Context: an optimization exercise on an open-source flow, tuned for small area, a short achievable clock period and few clock cycles per item. The choices shown serve that exercise and are no tape-out recipe. Function was checked by simulation only, so behaviour that the tests miss may differ from the original. Power figures rest on the tool's default switching activity, not on a simulated workload.

==> flow/design.v <==
module lzc64 (
    input  [63:0] x,
    output [6:0]  n
);
    wire [31:0] v1;
    wire [31:0] c1;
    genvar i;
    generate
        for (i = 0; i < 32; i = i + 1) begin : l1
            assign v1[i] = x[2*i+1] | x[2*i];
            assign c1[i] = ~x[2*i+1];
        end
    endgenerate
    wire [15:0] v2;
    wire [31:0] c2;
    generate
        for (i = 0; i < 16; i = i + 1) begin : l2
            assign v2[i] = v1[2*i+1] | v1[2*i];
            assign c2[2*i+1:2*i] = v1[2*i+1] ? {1'b0, c1[2*i+1]} : {1'b1, c1[2*i]};
        end
    endgenerate
    wire [7:0] v3;
    wire [23:0] c3;
    generate
        for (i = 0; i < 8; i = i + 1) begin : l3
            assign v3[i] = v2[2*i+1] | v2[2*i];
            assign c3[3*i+2:3*i] = v2[2*i+1] ? {1'b0, c2[4*i+3:4*i+2]} : {1'b1, c2[4*i+1:4*i]};
        end
    endgenerate
    wire [3:0] v4;
    wire [15:0] c4;
    generate
        for (i = 0; i < 4; i = i + 1) begin : l4
            assign v4[i] = v3[2*i+1] | v3[2*i];
            assign c4[4*i+3:4*i] = v3[2*i+1] ? {1'b0, c3[6*i+5:6*i+3]} : {1'b1, c3[6*i+2:6*i]};
        end
    endgenerate
    wire [1:0] v5;
    wire [9:0] c5;
    generate
        for (i = 0; i < 2; i = i + 1) begin : l5
            assign v5[i] = v4[2*i+1] | v4[2*i];
            assign c5[5*i+4:5*i] = v4[2*i+1] ? {1'b0, c4[8*i+7:8*i+4]} : {1'b1, c4[8*i+3:8*i]};
        end
    endgenerate
    assign n = v5[1] ? {2'b00, c5[9:5]} :
               v5[0] ? {2'b01, c5[4:0]} : 7'd64;
endmodule
module inc63 (
    input  [62:0] x,
    output [62:0] s
);
    wire [63:0] c;           
    wire [8:0]  bc;          
    assign bc[0] = 1'b1;
    genvar i;
    generate
        for (i = 0; i < 8; i = i + 1) begin : blk
            assign bc[i+1] = bc[i] & (&x[(i*8+7 < 62 ? i*8+7 : 62):i*8]);
        end
        for (i = 0; i < 63; i = i + 1) begin : bit_
            if (i % 8 == 0)
                assign c[i] = bc[i/8];
            else
                assign c[i] = c[i-1] & x[i-1];
        end
    endgenerate
    assign s = x ^ c[62:0];
endmodule
module bkadd #(parameter W = 65) (
    input  [W-1:0] x,
    input  [W-1:0] y,
    input          ci,
    output [W-1:0] s
);
    localparam N = W + 1;    
    reg [N-1:0] G, P;
    integer l, i, d;
    always @* begin
        G = {x & y, ci};
        P = {x ^ y, 1'b0};
        for (l = 0; (1 << (l + 1)) <= N; l = l + 1) begin
            d = 1 << l;
            for (i = 0; i < N; i = i + 1)
                if (((i + 1) % (2 * d)) == 0) begin
                    G[i] = G[i] | (P[i] & G[i - d]);
                    P[i] = P[i] & P[i - d];
                end
        end
        for (l = 6; l >= 0; l = l - 1) begin
            d = 1 << l;
            if (2 * d < N)
                for (i = 0; i < N; i = i + 1)
                    if (((i + 1) % (2 * d)) == d && i >= 2 * d) begin
                        G[i] = G[i] | (P[i] & G[i - d]);
                        P[i] = P[i] & P[i - d];
                    end
        end
    end
    assign s = (x ^ y) ^ G[W-1:0];
endmodule
module SRT4_div(
    input               clock,
    input               reset,
    input               start,
    input               is_signed,
    input       [63:0]  a,
    input       [63:0]  b,
    output              ready,
    output              error,
    output      [63:0]  q,
    output      [63:0]  r
);
    wire sa_in = is_signed & a[63];
    wire sb_in = is_signed & b[63];
    wire [6:0] ca_in, cb_in;
    lzc64 lza (.x(a ^ {64{sa_in}}), .n(ca_in));
    lzc64 lzb (.x(b ^ {64{sb_in}}), .n(cb_in));
    reg        st_norm, st_iter, st_corr, st_done;
    wire       st_idle = ~(st_norm | st_iter | st_corr | st_done);
    reg [6:0]  CA, CB;
    reg        SA, SB;
    reg [5:0]  cnt;
    reg        err;
    reg        first;
    reg        Z;      
    reg        OPS;    
    reg [64:0] R;      
    reg [63:0] D;      
    reg [63:0] Q;      
    wire [7:0] k = {1'b0, CB} - {1'b0, CA} + {7'd0, SA & ~SB};
    wire kneg = k[7];
    wire bz = CB[6] & ~SB;   
    wire last = (cnt == 6'd0);
    wire ops0 = (SA == SB);
    wire rz = ~|R;
    wire [62:0] qinc;
    inc63 qi (.x(Q[63:1]), .s(qinc));
    wire [64:0] T;
    bkadd #(.W(65)) add (.x(R), .y({SB, D} ^ {65{OPS}}), .ci(OPS), .s(T));
    wire need = SA ? (~T[64] | Z | rz) : T[64];
    always @(posedge clock) begin
        CA <= ca_in;
        CB <= cb_in;
        SA <= sa_in;
        SB <= sb_in;
        err <= bz;
        if (reset) begin
            st_norm <= 1'b0;
            st_iter <= 1'b0;
            st_corr <= 1'b0;
            st_done <= 1'b0;
        end else begin
            st_norm <= st_idle & start;
            st_iter <= (st_norm & ~kneg & ~bz) | (st_iter & ~last);
            st_corr <= st_iter & last & need;
            st_done <= (st_norm & (kneg | bz)) | (st_iter & last & ~need) | st_corr;
        end
        first <= st_norm;
        Z <= st_iter & (Z | rz);
        cnt <= st_norm ? k[5:0] : cnt - 6'd1;
        OPS <= st_norm ? ops0 : (T[64] == SB);
        if (st_iter | (st_corr & ~rz))
            R <= T;
        else if (st_corr)
            R <= 65'd0;
        else
            R <= {sa_in, a};
        if (st_norm)
            D <= D << k[5:0];
        else if (st_iter & ~last)
            D <= {SB, D[63:1]};
        else
            D <= b;
        if (st_iter)
            Q <= {Q[62:1], first ? ~OPS : OPS, 1'b1};
        else if (st_corr)
            Q <= {(OPS & ~rz) ? qinc : Q[63:1], rz};
        else
            Q <= kneg ? 64'd0 : {{63{~ops0}}, 1'b1};
    end
    assign ready = st_done;
    assign error = err;
    assign q = Q;
    assign r = R[63:0];
endmodule
==> flow/config.mk <==
export PLATFORM = sky130hd
export DESIGN_NAME = SRT4_div
export DESIGN_NICKNAME = SRT4_div
export VERILOG_FILES = /design/flow/design.v
export SDC_FILE = /design/flow/constraint.sdc
export NUM_CORES = 4
export LEC_CHECK = 0
export ABC_AREA = 1
export CAP_MARGIN = 20
export CORE_MARGIN = 2
export CORE_UTILIZATION = 40
export PLACE_DENSITY = 0.6
export SLEW_MARGIN = 20
==> flow/constraint.sdc <==
create_clock -name core_clock -period 11.0 [get_ports {clock}]
set_input_delay 2.2000 -clock core_clock [delete_from_list [all_inputs] [get_ports {clock}]]
set_output_delay 2.2000 -clock core_clock [all_outputs]
set_load 0.01 [all_outputs]
standard.sh (not shown) runs the stock make flow with config.mk's settings and CLKGATE_MAP_FILE= SYNTH_SCRIPT=/design/flow/synth_recipe.tcl, a recipe that flattens the netlist after the stock synthesis.
==> flow/flow/run.sh <==
#!/bin/bash
# Standard layout, with repair_timing aiming 7.4 ns below the 11 ns clock so
# the resizer sizes up the divider's critical paths, the ports buffered with the
# smallest buffer (the resizer still sizes them up where timing needs it), and a
# clock tree of clkbuf_8 with clusters of up to 20 sinks.
# Make's output goes to flow.log; ORFS keeps each step's log under orfs/logs.
set -euo pipefail
bash standard.sh SETUP_SLACK_MARGIN=7.4 \
  "BUFFER_PORTS_ARGS=-buffer_cell sky130_fd_sc_hd__buf_1" \
  CTS_BUF_LIST=sky130_fd_sc_hd__clkbuf_8 CTS_CLUSTER_SIZE=20 \
  finish > flow.log 2>&1
Testbench counts at the start, summed over its fixed seeds: cycles 179,963, divs 12,000.
Next try:
--- a/flow/design.v
+++ b/flow/design.v
@@ -68,36 +68,4 @@
     assign s = x ^ c[62:0];
 endmodule
-module bkadd #(parameter W = 65) (
-    input  [W-1:0] x,
-    input  [W-1:0] y,
-    input          ci,
-    output [W-1:0] s
-);
-    localparam N = W + 1;    
-    reg [N-1:0] G, P;
-    integer l, i, d;
-    always @* begin
-        G = {x & y, ci};
-        P = {x ^ y, 1'b0};
-        for (l = 0; (1 << (l + 1)) <= N; l = l + 1) begin
-            d = 1 << l;
-            for (i = 0; i < N; i = i + 1)
-                if (((i + 1) % (2 * d)) == 0) begin
-                    G[i] = G[i] | (P[i] & G[i - d]);
-                    P[i] = P[i] & P[i - d];
-                end
-        end
-        for (l = 6; l >= 0; l = l - 1) begin
-            d = 1 << l;
-            if (2 * d < N)
-                for (i = 0; i < N; i = i + 1)
-                    if (((i + 1) % (2 * d)) == d && i >= 2 * d) begin
-                        G[i] = G[i] | (P[i] & G[i - d]);
-                        P[i] = P[i] & P[i - d];
-                    end
-        end
-    end
-    assign s = (x ^ y) ^ G[W-1:0];
-endmodule
 module SRT4_div(
     input               clock,
@@ -137,6 +105,5 @@
     wire [62:0] qinc;
     inc63 qi (.x(Q[63:1]), .s(qinc));
-    wire [64:0] T;
-    bkadd #(.W(65)) add (.x(R), .y({SB, D} ^ {65{OPS}}), .ci(OPS), .s(T));
+    wire [64:0] T = R + ({SB, D} ^ {65{OPS}}) + {64'd0, OPS};
     wire need = SA ? (~T[64] | Z | rz) : T[64];
     always @(posedge clock) begin
The new run went through all stages and came out clean.
Cell count went up by 19%.
Wire length rises by 15%.
Final area came out higher by 6.6%.
Clock power fell by 6.2%.
Worst hold slack degrades by 0.0047 ns.
Via count went up by 18%.
Count of clock-buffer cells in the layout shrinks by 3.
Die area came out higher by 12%.
Testbench counts after the change, summed over its fixed seeds: cycles 179,963, divs 12,000.

[port drivers added, routing unchanged]
The flow's constraints put no driver on any port. The routed layouts listed below were extracted and timed again, unchanged, in two steps.
Step 1: set_driving_cell puts a clkbuf_16 on clock and a buf_2 on each other input, an assumption about the parent block.
Step 2 times the ports against the registers' clock, not the clock port: input delays grow and output delays shrink by t, the midpoint of the rising clock arrivals with the driver on.
Slacks: ideal ports / drivers / drivers and shift; pairs: ideal ports / drivers.
| run | shift t [ns] | setup WS [ns] | clock arrival spread, ns | cell pins on the clock port's net |
|---|---|---|---|---|
| the first run | 0.691 | 7.246 / 7.246 / 6.837 | 0.035 / 0.035 | 1 |
| the second run | 0.683 | 7.446 / 7.393 / 6.797 | 0.037 / 0.037 | 1 |
After both steps every run listed still meets setup and hold. The setup slack of the second run, which loses most, moves by -0.053 ns with the drivers and by -0.649 ns with both steps.
